Source: an optimization exercise on an open RTL-to-GDS flow (aim: a short achievable clock period and few clock cycles). Production flows keep margins and buffers that such runs may drop. Only simulation tests tie the RTL to the original design; equivalence was not proved. Power figures rest on the tool's default switching activity, not on a simulated workload.

== cedar ==
==> flow/design.v <==
module adder #(parameter W = 32) (
    input  [W-1:0] a, b,
    input          cin,
    output [W-1:0] s
);
    localparam L = W <= 2 ? 1 : W <= 4 ? 2 : W <= 8 ? 3 : W <= 16 ? 4 : W <= 32 ? 5 : 6;
    wire [W:0] g [0:L];
    wire [W:0] t [0:L];
    assign g[0] = {a & b, cin};
    assign t[0] = {a | b, cin};
    genvar l, i;
    generate
        for (l = 0; l < L; l = l + 1) begin : g_lvl
            for (i = 0; i <= W; i = i + 1) begin : g_bit
                if (i >= (1 << l)) begin : g_op
                    assign g[l+1][i] = g[l][i] | (t[l][i] & g[l][i - (1 << l)]);
                    assign t[l+1][i] = t[l][i] & t[l][i - (1 << l)];
                end else begin : g_pass
                    assign g[l+1][i] = g[l][i];
                    assign t[l+1][i] = t[l][i];
                end
            end
        end
    endgenerate
    assign s = (a ^ b) ^ g[L][W-1:0];
endmodule
module alu (
    input  [31:0] a, b, link,
    input         sub, op_and, op_or, jal,
    output        zero
);
    wire [31:0] bb = sub ? ~b : b;
    wire [31:0] c  = {a[30:0] | bb[30:0], sub};
    wire        z_sum  = &(~(a ^ bb ^ c));
    wire        z_and  = ~|(a & b);
    wire        z_or   = ~|(a | b);
    wire        z_link = ~|link;
    assign zero = jal ? z_link : op_and ? z_and : op_or ? z_or : z_sum;
endmodule
module regfile (
    input         clk,
    input         we,
    input  [4:0]  wa,
    input  [31:0] wd,
    input  [31:1] oh1, oh2,
    output [31:0] rd1, rd2
);
    reg [31:0] rf [1:31];
    integer w, r;
    always @(posedge clk)
        for (w = 1; w < 32; w = w + 1)
            if (we && wa == w) rf[w] <= wd;
    reg [31:0] a, b;
    always @(*) begin
        a = 32'd0; b = 32'd0;
        for (r = 1; r < 32; r = r + 1) begin
            a = a | (rf[r] & {32{oh1[r]}});
            b = b | (rf[r] & {32{oh2[r]}});
        end
    end
    assign rd1 = a;
    assign rd2 = b;
endmodule
module controller (
    input  [31:0] instr,
    output        is_r, is_addi, is_lw, is_sw, is_beq, is_jal,
    output        use1, use2, wr, same,
    output        op_sub, op_and, op_or,
    output [31:1] oh1, oh2,
    output [31:0] imm, boff
);
    wire [6:0] op = instr[6:0];
    wire [2:0] f3 = instr[14:12];
    assign is_r    = op == 7'b0110011;
    assign is_addi = op == 7'b0010011;
    assign is_lw   = op == 7'b0000011;
    assign is_sw   = op == 7'b0100011;
    assign is_beq  = op == 7'b1100011;
    assign is_jal  = op == 7'b1101111;
    assign use1 = is_r | is_addi | is_lw | is_sw | is_beq;
    assign use2 = is_r | is_beq;
    assign wr   = (is_r | is_addi | is_lw | is_jal) & (instr[11:7] != 5'd0);
    assign same = instr[19:15] == instr[24:20];
    assign op_sub = is_r & ({instr[30], f3} == 4'b1000);
    assign op_or  = is_r & ({instr[30], f3} == 4'b0110);
    assign op_and = is_r & ({instr[30], f3} != 4'b0000) & ({instr[30], f3} != 4'b1000)
                         & ({instr[30], f3} != 4'b0110);
    genvar i;
    generate
        for (i = 1; i < 32; i = i + 1) begin : g_oh
            assign oh1[i] = instr[19:15] == i;
            assign oh2[i] = instr[24:20] == i;
        end
    endgenerate
    assign imm  = is_sw ? {{20{instr[31]}}, instr[31:25], instr[11:7]}
                        : {{20{instr[31]}}, instr[31:20]};
    assign boff = is_jal ? {{12{instr[31]}}, instr[31], instr[19:12], instr[20], instr[30:21]}
                         : {{20{instr[31]}}, instr[31], instr[7], instr[30:25], instr[11:8]};
endmodule
module datapath (
    input         clk, rst,
    input  [31:0] instr, dread_mem,
    output [31:0] instr_addr, result, rs2,
    output        datamem_en, datamem_we
);
    reg  [31:0] pc_f;
    reg         d_v;
    reg         d_r, d_lw, d_sw, d_beq, d_jal, d_use1, d_use2, d_wr;
    reg         d_sub, d_and, d_or;
    reg  [31:1] d_oh1, d_oh2;
    reg  [31:0] d_imm, d_boff, d_pc;
    reg  [4:0]  d_rd;
    reg         d_fw1, d_fw2;    
    reg         d_z1, d_z2, d_same;   
    reg         d_bp1, d_bp2;    
    reg         d_bw1, d_bw2;    
    reg         x_v;
    reg         x_r, x_lw, x_sw, x_beq, x_jal, x_wr;
    reg         x_sub, x_and, x_or;
    reg  [31:0] x_a, x_b, x_imm, x_link, x_tgt;
    reg  [4:0]  x_rd;
    reg         x_f1, x_f2;      
    reg         x_tgt_ok, x_seq_ok, x_chk;
    reg         m_v, m_lw, m_wr;
    reg  [4:0]  m_rd;
    reg  [31:0] m_res, m_st;
    reg         m_en, m_we;
    reg         w_wr;
    reg  [4:0]  w_rd;
    reg  [31:0] w_val;
    assign instr_addr = pc_f;
    assign result     = m_res;
    assign rs2        = m_st;
    assign datamem_en = m_en;
    assign datamem_we = m_we;
    wire        f_r, f_addi, f_lw, f_sw, f_beq, f_jal, f_use1, f_use2, f_wr, f_same;
    wire        f_sub, f_and, f_or;
    wire [31:1] f_oh1, f_oh2;
    wire [31:0] f_imm, f_boff;
    controller dec (
        .instr(instr),
        .is_r(f_r), .is_addi(f_addi), .is_lw(f_lw), .is_sw(f_sw), .is_beq(f_beq), .is_jal(f_jal),
        .use1(f_use1), .use2(f_use2), .wr(f_wr), .same(f_same),
        .op_sub(f_sub), .op_and(f_and), .op_or(f_or),
        .oh1(f_oh1), .oh2(f_oh2), .imm(f_imm), .boff(f_boff)
    );
    wire        f_taken = f_jal | (f_beq & (instr[31] | f_same));
    wire [7:0]  f_tj, f_tb;
    adder #(8) tj_u (.a(pc_f[7:0]), .b(instr[28:21]), .cin(1'b0), .s(f_tj));
    adder #(8) tb_u (.a(pc_f[7:0]), .b({instr[28:25], instr[11:8]}), .cin(1'b0), .s(f_tb));
    wire [7:0]  f_tlo   = instr[2] ? f_tj : f_tb;
    wire [31:0] pc_pred = f_taken ? {pc_f[31:8], f_tlo} : pc_f + 32'd1;
    wire        f_fw1 = d_v & d_wr & (d_rd == instr[19:15]);
    wire        f_fw2 = d_v & d_wr & (d_rd == instr[24:20]);
    wire        f_bp1 = x_v & x_wr & (x_rd == instr[19:15]);
    wire        f_bp2 = x_v & x_wr & (x_rd == instr[24:20]);
    wire        f_bw1 = m_v & m_wr & (m_rd == instr[19:15]);
    wire        f_bw2 = m_v & m_wr & (m_rd == instr[24:20]);
    wire [31:0] rf1, rf2;
    wire [31:0] m_val = m_lw ? dread_mem : m_res;
    regfile regfile (
        .clk(clk), .we(w_wr), .wa(w_rd), .wd(w_val),
        .oh1(d_oh1), .oh2(d_oh2), .rd1(rf1), .rd2(rf2)
    );
    wire [31:0] d_a = d_bp1 ? m_val : d_bw1 ? w_val : rf1;
    wire [31:0] d_b = d_bp2 ? m_val : d_bw2 ? w_val : rf2;
    wire        stall = d_v & x_v & x_lw & ((d_use1 & d_fw1) | (d_use2 & d_fw2));
    wire [31:0] d_link = d_pc + 32'd1;
    wire [31:0] d_tgt  = d_pc + d_boff;
    wire        d_tgt_ok = d_tgt == pc_f;
    wire        d_seq_ok = d_link == pc_f;
    wire        d_early = d_same | (d_fw1 & d_z2) | (d_fw2 & d_z1);
    wire        d_chk   = d_v & ~stall & (d_jal | (d_beq & d_early));
    wire [31:0] a  = x_f1 ? m_res : x_a;
    wire [31:0] b2 = x_f2 ? m_res : x_b;
    wire [31:0] b  = x_r ? b2 : x_imm;
    wire [31:0] s_add, s_sub;
    adder add_u (.a(a), .b(b),  .cin(1'b0), .s(s_add));
    adder sub_u (.a(a), .b(~b), .cin(1'b1), .s(s_sub));
    wire [31:0] x_res = x_jal ? x_link :
                        x_and ? (a & b) :
                        x_or  ? (a | b) :
                        x_sub ? s_sub : s_add;
    wire [31:0] st_data = (x_f2 & m_lw) ? dread_mem : b2;
    wire        taken = x_beq & (a == b2);
    wire        x_mis = x_chk & (taken ? ~x_tgt_ok : ~x_seq_ok);
    wire [31:0] x_redirect = taken ? x_tgt : x_link;
    wire        zero_x;
    alu cmp_u (
        .a(a), .b(b), .link(x_link),
        .sub(x_sub), .op_and(x_and), .op_or(x_or), .jal(x_jal), .zero(zero_x)
    );
    wire        d_taken = d_jal | d_same | zero_x;
    wire        d_mis = d_chk & (d_taken ? ~d_tgt_ok : ~d_seq_ok);
    wire [31:0] d_redirect = d_taken ? d_tgt : d_link;
    wire        mispredict = x_mis | d_mis;
    wire [31:0] redirect_pc = x_mis ? x_redirect : d_redirect;
    wire        d_go = d_v & ~stall & ~x_mis;
    always @(posedge clk) begin
        if (rst) begin
            pc_f <= 32'd0;
            d_v  <= 1'b0;
            x_v  <= 1'b0;
            x_chk <= 1'b0;
            m_v  <= 1'b0;
            w_wr <= 1'b0;
            m_en <= 1'b0;
            m_we <= 1'b0;
        end else begin
            if (mispredict)  pc_f <= redirect_pc;
            else if (!stall) pc_f <= pc_pred;
            if (mispredict)  d_v <= 1'b0;
            else if (!stall) d_v <= 1'b1;
            x_v  <= d_go;
            x_chk <= d_go & d_beq & ~d_early;
            m_v  <= x_v;
            w_wr <= m_v & m_wr;
            m_en <= x_v & (x_lw | x_sw);
            m_we <= x_v & x_sw;
        end
        if (stall) begin
            d_bp1 <= d_fw1;
            d_bp2 <= d_fw2;
            d_bw1 <= d_bp1;
            d_bw2 <= d_bp2;
            d_fw1 <= 1'b0;
            d_fw2 <= 1'b0;
        end else begin
            d_r <= f_r; d_lw <= f_lw; d_sw <= f_sw; d_beq <= f_beq; d_jal <= f_jal;
            d_use1 <= f_use1; d_use2 <= f_use2; d_wr <= f_wr;
            d_sub <= f_sub; d_and <= f_and; d_or <= f_or;
            d_oh1 <= f_oh1; d_oh2 <= f_oh2; d_imm <= f_imm; d_boff <= f_boff;
            d_pc <= pc_f; d_rd <= instr[11:7];
            d_fw1 <= f_fw1; d_fw2 <= f_fw2; d_bp1 <= f_bp1; d_bp2 <= f_bp2;
            d_bw1 <= f_bw1; d_bw2 <= f_bw2;
            d_z1 <= instr[19:15] == 5'd0; d_z2 <= instr[24:20] == 5'd0; d_same <= f_same;
        end
        x_r <= d_r; x_lw <= d_lw; x_sw <= d_sw; x_beq <= d_beq; x_jal <= d_jal; x_wr <= d_wr;
        x_sub <= d_sub; x_and <= d_and; x_or <= d_or;
        x_a <= d_a; x_b <= d_b; x_imm <= d_imm; x_link <= d_link; x_tgt <= d_tgt;
        x_rd <= d_rd; x_f1 <= d_fw1; x_f2 <= d_fw2;
        x_tgt_ok <= d_tgt_ok;
        x_seq_ok <= d_seq_ok;
        m_lw  <= x_lw;
        m_wr  <= x_wr;
        m_rd  <= x_rd;
        m_res <= x_res;
        m_st  <= st_data;
        w_rd  <= m_rd;
        w_val <= m_val;
    end
endmodule
module cpu(
    input clk,rst,
    input [31:0] instr, dread_mem,
    output [31:0] result, instr_addr, rs2,
    output instrmem_en,datamem_en, datamem_we
    );
    assign instrmem_en = 1'b1;   
    datapath datapath (
        .clk(clk), .rst(rst),
        .instr(instr), .dread_mem(dread_mem),
        .instr_addr(instr_addr), .result(result), .rs2(rs2),
        .datamem_en(datamem_en), .datamem_we(datamem_we)
    );
endmodule
==> flow/config.mk <==
export PLATFORM = sky130hd
export DESIGN_NAME = cpu
export DESIGN_NICKNAME = cpu
export VERILOG_FILES = /design/flow/design.v
export SDC_FILE = /design/flow/constraint.sdc
export NUM_CORES = 4
export LEC_CHECK = 0
export ABC_CLOCK_PERIOD_IN_PS = 4000
export CAP_MARGIN = 20
export CORE_MARGIN = 2
export CORE_UTILIZATION = 40
export SLEW_MARGIN = 20
==> flow/constraint.sdc <==
create_clock -name core_clock -period 14.0 [get_ports {clk}]
set_input_delay 2.8000 -clock core_clock [delete_from_list [all_inputs] [get_ports {clk}]]
set_output_delay 2.8000 -clock core_clock [all_outputs]
set_load 0.01 [all_outputs]
standard.sh (not shown) runs the stock make flow with config.mk's settings and CLKGATE_MAP_FILE= SYNTH_SCRIPT=/design/flow/synth_recipe.tcl, a recipe that flattens the netlist after the stock synthesis.
==> flow/flow/run.sh <==
#!/bin/bash
set -euo pipefail
cd "$(dirname "$0")/.."
bash standard.sh SETUP_SLACK_MARGIN=9.7 finish > make_finish.log 2>&1
cedar went all the way through synthesis, placement and routing and the layout is clean on timing, DRC and antenna.
Testbench counts of cedar, summed over its fixed seeds: cycles 23,559.
The inputs of violet differ from those of cedar as listed below.
--- a/flow/design.v
+++ b/flow/design.v
@@ -25,16 +25,12 @@
     assign s = (a ^ b) ^ g[L][W-1:0];
 endmodule
-module alu (
-    input  [31:0] a, b, link,
-    input         sub, op_and, op_or, jal,
-    output        zero
-);
-    wire [31:0] bb = sub ? ~b : b;
-    wire [31:0] c  = {a[30:0] | bb[30:0], sub};
-    wire        z_sum  = &(~(a ^ bb ^ c));
-    wire        z_and  = ~|(a & b);
-    wire        z_or   = ~|(a | b);
-    wire        z_link = ~|link;
-    assign zero = jal ? z_link : op_and ? z_and : op_or ? z_or : z_sum;
+module sum_eq #(parameter W = 32) (
+    input  [W-1:0] a, b, k,
+    input          cin,
+    output         eq
+);
+    wire [W-1:0] p = a ^ b;
+    wire [W-1:0] c = {(a[W-2:0] & b[W-2:0]) | (p[W-2:0] & ~k[W-2:0]), cin};
+    assign eq = &(~(p ^ k ^ c));
 endmodule
 module regfile (
@@ -112,5 +108,4 @@
     reg  [4:0]  d_rd;
     reg         d_fw1, d_fw2;    
-    reg         d_z1, d_z2, d_same;   
     reg         d_bp1, d_bp2;    
     reg         d_bw1, d_bw2;    
@@ -121,5 +116,5 @@
     reg  [4:0]  x_rd;
     reg         x_f1, x_f2;      
-    reg         x_tgt_ok, x_seq_ok, x_chk;
+    reg         x_tgt_ok, x_seq_ok;
     reg         m_v, m_lw, m_wr;
     reg  [4:0]  m_rd;
@@ -150,5 +145,6 @@
     adder #(8) tb_u (.a(pc_f[7:0]), .b({instr[28:25], instr[11:8]}), .cin(1'b0), .s(f_tb));
     wire [7:0]  f_tlo   = instr[2] ? f_tj : f_tb;
-    wire [31:0] pc_pred = f_taken ? {pc_f[31:8], f_tlo} : pc_f + 32'd1;
+    wire [31:0] pc_seq  = pc_f + 32'd1;
+    wire [31:0] pc_pred = {pc_seq[31:8], f_taken ? f_tlo : pc_seq[7:0]};
     wire        f_fw1 = d_v & d_wr & (d_rd == instr[19:15]);
     wire        f_fw2 = d_v & d_wr & (d_rd == instr[24:20]);
@@ -168,8 +164,7 @@
     wire [31:0] d_link = d_pc + 32'd1;
     wire [31:0] d_tgt  = d_pc + d_boff;
-    wire        d_tgt_ok = d_tgt == pc_f;
-    wire        d_seq_ok = d_link == pc_f;
-    wire        d_early = d_same | (d_fw1 & d_z2) | (d_fw2 & d_z1);
-    wire        d_chk   = d_v & ~stall & (d_jal | (d_beq & d_early));
+    wire        d_tgt_ok, d_seq_ok;
+    sum_eq tgt_eq (.a(d_pc), .b(d_boff), .cin(1'b0), .k(pc_f), .eq(d_tgt_ok));
+    sum_eq seq_eq (.a(d_pc), .b(32'd0),  .cin(1'b1), .k(pc_f), .eq(d_seq_ok));
     wire [31:0] a  = x_f1 ? m_res : x_a;
     wire [31:0] b2 = x_f2 ? m_res : x_b;
@@ -183,18 +178,9 @@
                         x_sub ? s_sub : s_add;
     wire [31:0] st_data = (x_f2 & m_lw) ? dread_mem : b2;
-    wire        taken = x_beq & (a == b2);
-    wire        x_mis = x_chk & (taken ? ~x_tgt_ok : ~x_seq_ok);
-    wire [31:0] x_redirect = taken ? x_tgt : x_link;
-    wire        zero_x;
-    alu cmp_u (
-        .a(a), .b(b), .link(x_link),
-        .sub(x_sub), .op_and(x_and), .op_or(x_or), .jal(x_jal), .zero(zero_x)
-    );
-    wire        d_taken = d_jal | d_same | zero_x;
-    wire        d_mis = d_chk & (d_taken ? ~d_tgt_ok : ~d_seq_ok);
-    wire [31:0] d_redirect = d_taken ? d_tgt : d_link;
-    wire        mispredict = x_mis | d_mis;
-    wire [31:0] redirect_pc = x_mis ? x_redirect : d_redirect;
-    wire        d_go = d_v & ~stall & ~x_mis;
+    wire        eq_x = x_f1 ? (x_f2 | (m_res == x_b)) : (x_f2 ? (x_a == m_res) : (x_a == x_b));
+    wire        taken = x_jal | (x_beq & eq_x);
+    wire        mispredict = x_v & (taken ? ~x_tgt_ok : ~x_seq_ok);
+    wire [31:0] redirect_pc = taken ? x_tgt : x_link;
+    wire        d_go = d_v & ~stall & ~mispredict;
     always @(posedge clk) begin
         if (rst) begin
@@ -202,5 +188,4 @@
             d_v  <= 1'b0;
             x_v  <= 1'b0;
-            x_chk <= 1'b0;
             m_v  <= 1'b0;
             w_wr <= 1'b0;
@@ -213,5 +198,4 @@
             else if (!stall) d_v <= 1'b1;
             x_v  <= d_go;
-            x_chk <= d_go & d_beq & ~d_early;
             m_v  <= x_v;
             w_wr <= m_v & m_wr;
@@ -234,5 +218,4 @@
             d_fw1 <= f_fw1; d_fw2 <= f_fw2; d_bp1 <= f_bp1; d_bp2 <= f_bp2;
             d_bw1 <= f_bw1; d_bw2 <= f_bw2;
-            d_z1 <= instr[19:15] == 5'd0; d_z2 <= instr[24:20] == 5'd0; d_same <= f_same;
         end
         x_r <= d_r; x_lw <= d_lw; x_sw <= d_sw; x_beq <= d_beq; x_jal <= d_jal; x_wr <= d_wr;
Notes after the runs:
- On fraction of area in registers, the lower figure sits with cedar, not violet.
- Per the comparison of violet with cedar, hold buffer count at cts now sits at about the same level, layout inverter count without the clock tree now sits lower, sum of internal, switching and leakage power now sits higher, post-route non-filler standard cell count now sits lower.
- Compared cedar against violet; sequential cell count within noise.
- The destination of the critical timing path comes out result[0] in one run and datapath.pc_f[26] in the other, namely in violet and cedar respectively.
- Cmp violet vs cedar: global-route usage lower in violet
- In the flow results for violet and cedar, the last weighted congestion value of the routability-driven placer is larger on cedar.
- In violet the number of buffers and inverters on the critical path turned out 8 lower than in cedar.
- Run comparison: cedar critical path start-end classification reg2reg; violet critical path start-end classification reg2out
- First-iteration DRC count ended up 1244 lower on violet than on cedar.
- In the reports for violet and cedar, the larger final critical-path share of the clock period belongs to cedar.
- [diff] cell area, violet relative to cedar: improvement
- violet against cedar; wire length of the first global-routing pass is down by a little under 10%.
Testbench counts of violet, summed over its fixed seeds: cycles 24,284.

==> port drivers added, routing unchanged <==
No port has a modelled driver above. Below, the same layouts with a new extraction and two added sets of constraints.
Step 1: set_driving_cell puts a clkbuf_16 on clk and a buf_2 on each other input, an assumption about the parent block.
Step 2 moves the port delays by t, midway between the first and last clock arrival at a register: inputs arrive t later, outputs are due t later. That takes back most of the time a late clock gives input paths.
a / b / c = ideal / step 1 / step 2; a / b = the first two.
run	shift t [ns]	setup WS [ns]	clock arrival spread, ns	worst data-port slew with drivers (ns)	cell pins on the clock port's net
cedar	0.900	9.039 / 9.039 / 8.584	0.069 / 0.070	0.09	1
violet	0.891	9.722 / 9.629 / 8.891	0.037 / 0.037	0.21	1
After both steps every run listed still meets setup and hold. The setup slack of violet, which loses most, moves by -0.093 ns with the drivers and by -0.831 ns with both steps.
